Background: an optimization exercise with open tools, aiming at small area, a short achievable clock period and few clock cycles per item. Do not read the settings as production practice. At most, simulation tests tie the RTL to the original design; equivalence was not proved.

==> quartz <==
==> flow/design.v (excerpt) <==
module cnn_top(
    input clk,
    input reset,
    input start,
    output [9:0] img_addr,
    input  [7:0] img_pixel,
    output reg prediction,
    output reg done,
    output signed [31:0] score0,
    output signed [31:0] score1
);
==> module control_fsm, before the edit <==
module control_fsm(
    input clk,
    input reset,
    input start,
    output reg busy,
    output reg [9:0] addr,
    output reg [1:0] band,
    output reg [3:0] m,
    output reg [3:0] i,
    output reg e,
    output reg ep,
    output reg en,
    output fin
);
    wire short_b = (band >= 2'd1);
    wire last_i = (i == (short_b ? 4'd9 : 4'd11));
    assign fin = (band == 2'd3) && (i == 4'd7) && (e == 1'b0);
    always @(posedge clk) begin
        ep <= busy ? ~e : start;
        en <= busy ? e : ~start;
    end
    always @(posedge clk or posedge reset) begin
        if (reset) begin
            busy <= 1'b0; addr <= 10'd0; band <= 2'd0; m <= 4'd0; i <= 4'd0; e <= 1'b0;
        end else if (!busy) begin
            busy <= start; e <= start; addr <= {9'd0, start};
        end else if (fin) begin
            busy <= 1'b0; addr <= 10'd0; band <= 2'd0; m <= 4'd0; i <= 4'd0; e <= 1'b0;
        end else if (!e) begin
            e <= 1'b1; addr <= addr + 10'd1;
        end else begin
            e <= 1'b0;
            if (!last_i) begin
                i <= i + 4'd1; addr <= addr + 10'd27;
            end else begin
                i <= 4'd0;
                if (m != 4'd13) begin
                    m <= m + 4'd1;
                    addr <= addr - (short_b ? 10'd251 : 10'd307);
                end else begin
                    m <= 4'd0; band <= band + 2'd1; addr <= addr - 10'd55;
                end
            end
        end
    end
endmodule
export LEC_CHECK = 0
export ABC_AREA = 1
export CAP_MARGIN = 20
export CORE_MARGIN = 2
export CORE_UTILIZATION = 50
export PLACE_DENSITY = 0.65
export SLEW_MARGIN = 20
export SYNTH_MEMORY_MAX_BITS = 65536
create_clock -name core_clock -period 16.0 [get_ports {clk}]
standard.sh (not shown) runs the stock make flow with config.mk's settings and CLKGATE_MAP_FILE= SYNTH_SCRIPT=/design/flow/synth_recipe.tcl, a recipe that flattens the netlist after the stock synthesis.
==> flow/flow/run.sh <==
#!/bin/bash
# The standard layout (standard.sh) with these make settings:
#  - timing repair aimed below the clock period: the resizer works on every
#    path with less than 11.7 ns of slack at the design's 16 ns clock;
#  - a clock tree without dummy loads: clkbuf_8 buffers, clusters of up to 18 sinks;
#  - half-adder cells added to the platform's don't-use list, so synthesis
#    extracts only full adders.
# Full tool output goes to standard.log (and ORFS's logs under orfs/logs).
bash standard.sh SETUP_SLACK_MARGIN=11.7 \
  "CTS_ARGS=-sink_clustering_enable -repair_clock_nets -dont_use_dummy_load -buf_list sky130_fd_sc_hd__clkbuf_8 -root_buf sky130_fd_sc_hd__clkbuf_16 -sink_clustering_size 18 -sink_clustering_max_diameter 60" \
  "DONT_USE_CELLS=sky130_fd_sc_hd__probe_p_8 sky130_fd_sc_hd__probec_p_8 sky130_fd_sc_hd__lpflow_bleeder_1 sky130_fd_sc_hd__lpflow_clkbufkapwr_1 sky130_fd_sc_hd__lpflow_clkbufkapwr_16 sky130_fd_sc_hd__lpflow_clkbufkapwr_2 sky130_fd_sc_hd__lpflow_clkbufkapwr_4 sky130_fd_sc_hd__lpflow_clkbufkapwr_8 sky130_fd_sc_hd__lpflow_clkinvkapwr_1 sky130_fd_sc_hd__lpflow_clkinvkapwr_16 sky130_fd_sc_hd__lpflow_clkinvkapwr_2 sky130_fd_sc_hd__lpflow_clkinvkapwr_4 sky130_fd_sc_hd__lpflow_clkinvkapwr_8 sky130_fd_sc_hd__lpflow_decapkapwr_12 sky130_fd_sc_hd__lpflow_decapkapwr_3 sky130_fd_sc_hd__lpflow_decapkapwr_4 sky130_fd_sc_hd__lpflow_decapkapwr_6 sky130_fd_sc_hd__lpflow_decapkapwr_8 sky130_fd_sc_hd__lpflow_inputiso0n_1 sky130_fd_sc_hd__lpflow_inputiso0p_1 sky130_fd_sc_hd__lpflow_inputiso1n_1 sky130_fd_sc_hd__lpflow_inputiso1p_1 sky130_fd_sc_hd__lpflow_inputisolatch_1 sky130_fd_sc_hd__lpflow_isobufsrc_1 sky130_fd_sc_hd__lpflow_isobufsrc_16 sky130_fd_sc_hd__lpflow_isobufsrc_2 sky130_fd_sc_hd__lpflow_isobufsrc_4 sky130_fd_sc_hd__lpflow_isobufsrc_8 sky130_fd_sc_hd__lpflow_isobufsrckapwr_16 sky130_fd_sc_hd__lpflow_lsbuf_lh_hl_isowell_tap_1 sky130_fd_sc_hd__lpflow_lsbuf_lh_hl_isowell_tap_2 sky130_fd_sc_hd__lpflow_lsbuf_lh_hl_isowell_tap_4 sky130_fd_sc_hd__lpflow_lsbuf_lh_isowell_4 sky130_fd_sc_hd__lpflow_lsbuf_lh_isowell_tap_1 sky130_fd_sc_hd__lpflow_lsbuf_lh_isowell_tap_2 sky130_fd_sc_hd__lpflow_lsbuf_lh_isowell_tap_4 sky130_fd_sc_hd__ha_1 sky130_fd_sc_hd__ha_2 sky130_fd_sc_hd__ha_4" \
  finish > standard.log 2>&1
==> sierra: changes against quartz <==
--- a/flow/design.v
+++ b/flow/design.v
@@ -15,7 +15,7 @@
 );
     wire short_b = (band >= 2'd1);
     wire last_i = (i == (short_b ? 4'd9 : 4'd11));
-    assign fin = (band == 2'd3) && (i == 4'd7) && (e == 1'b0);
+    assign fin = (band == 2'd3) && (i == 4'd5) && (e == 1'b1);
     always @(posedge clk) begin
         ep <= busy ? ~e : start;
         en <= busy ? e : ~start;
--- a/flow/config.mk
+++ b/flow/config.mk
@@ -8,7 +8,7 @@
 export ABC_AREA = 1
 export CAP_MARGIN = 20
 export CORE_MARGIN = 2
-export CORE_UTILIZATION = 50
-export PLACE_DENSITY = 0.65
+export CORE_UTILIZATION = 30
+export PLACE_DENSITY = 0.5
 export SLEW_MARGIN = 20
 export SYNTH_MEMORY_MAX_BITS = 65536
==> impl_metrics.yaml <==
detailed_routing:
  vias_per_cell: 5.58
synthesis:
  synthAdderAreaFrac: 0.180
  synth_area_leaders: "dfxtp_1 37%, fa_1 18%, inv_1 8.0%, nand2_1 5.7%, nor2_1 5.1%"
outcome:
  status: "timing/DRC/antenna clean"
final_layout:
  multi_input_area_um2: 10000
  signal_buffers: 151
the above is filed under quartz

==> impl_metrics.yaml <==
outcome:
  status: "timing/DRC/antenna clean"
final_layout:
  signal_buffers: 157
detailed_routing:
  vias_per_cell: 4.85
synthesis:
  synthAdderAreaFrac: 0.180
the above is filed under sierra

Testbench counts of sierra, summed over its fixed seeds: cycles 32,724, items 36.
For quartz, only the layout was checked, not whether the RTL still works.

## what the ideal ports hide
No port has a modelled driver above. Below, the same layouts with a new extraction and two added sets of constraints. Step 1: set_driving_cell puts a clkbuf_16 on clk and a buf_2 on each other input, an assumption about the parent block. Step 2 times the ports against the registers' clock, not the clock port: input delays grow and output delays shrink by t, the midpoint of the rising clock arrivals with the driver on. a / b / c = ideal / step 1 / step 2; a / b = the first two.
run | shift t [ns] | setup slack, ns | clock arrival spread, ns | cell pins on the clock port's net
quartz | 0.568 | 11.741 / 11.687 / 11.426 | 0.091 / 0.091 | 1
sierra | 0.578 | 11.720 / 11.658 / 11.750 | 0.093 / 0.093 | 1
After both steps setup and hold are still met in every run listed. The setup slack of quartz, which loses most, moves by -0.054 ns with the drivers and by -0.315 ns with both steps.
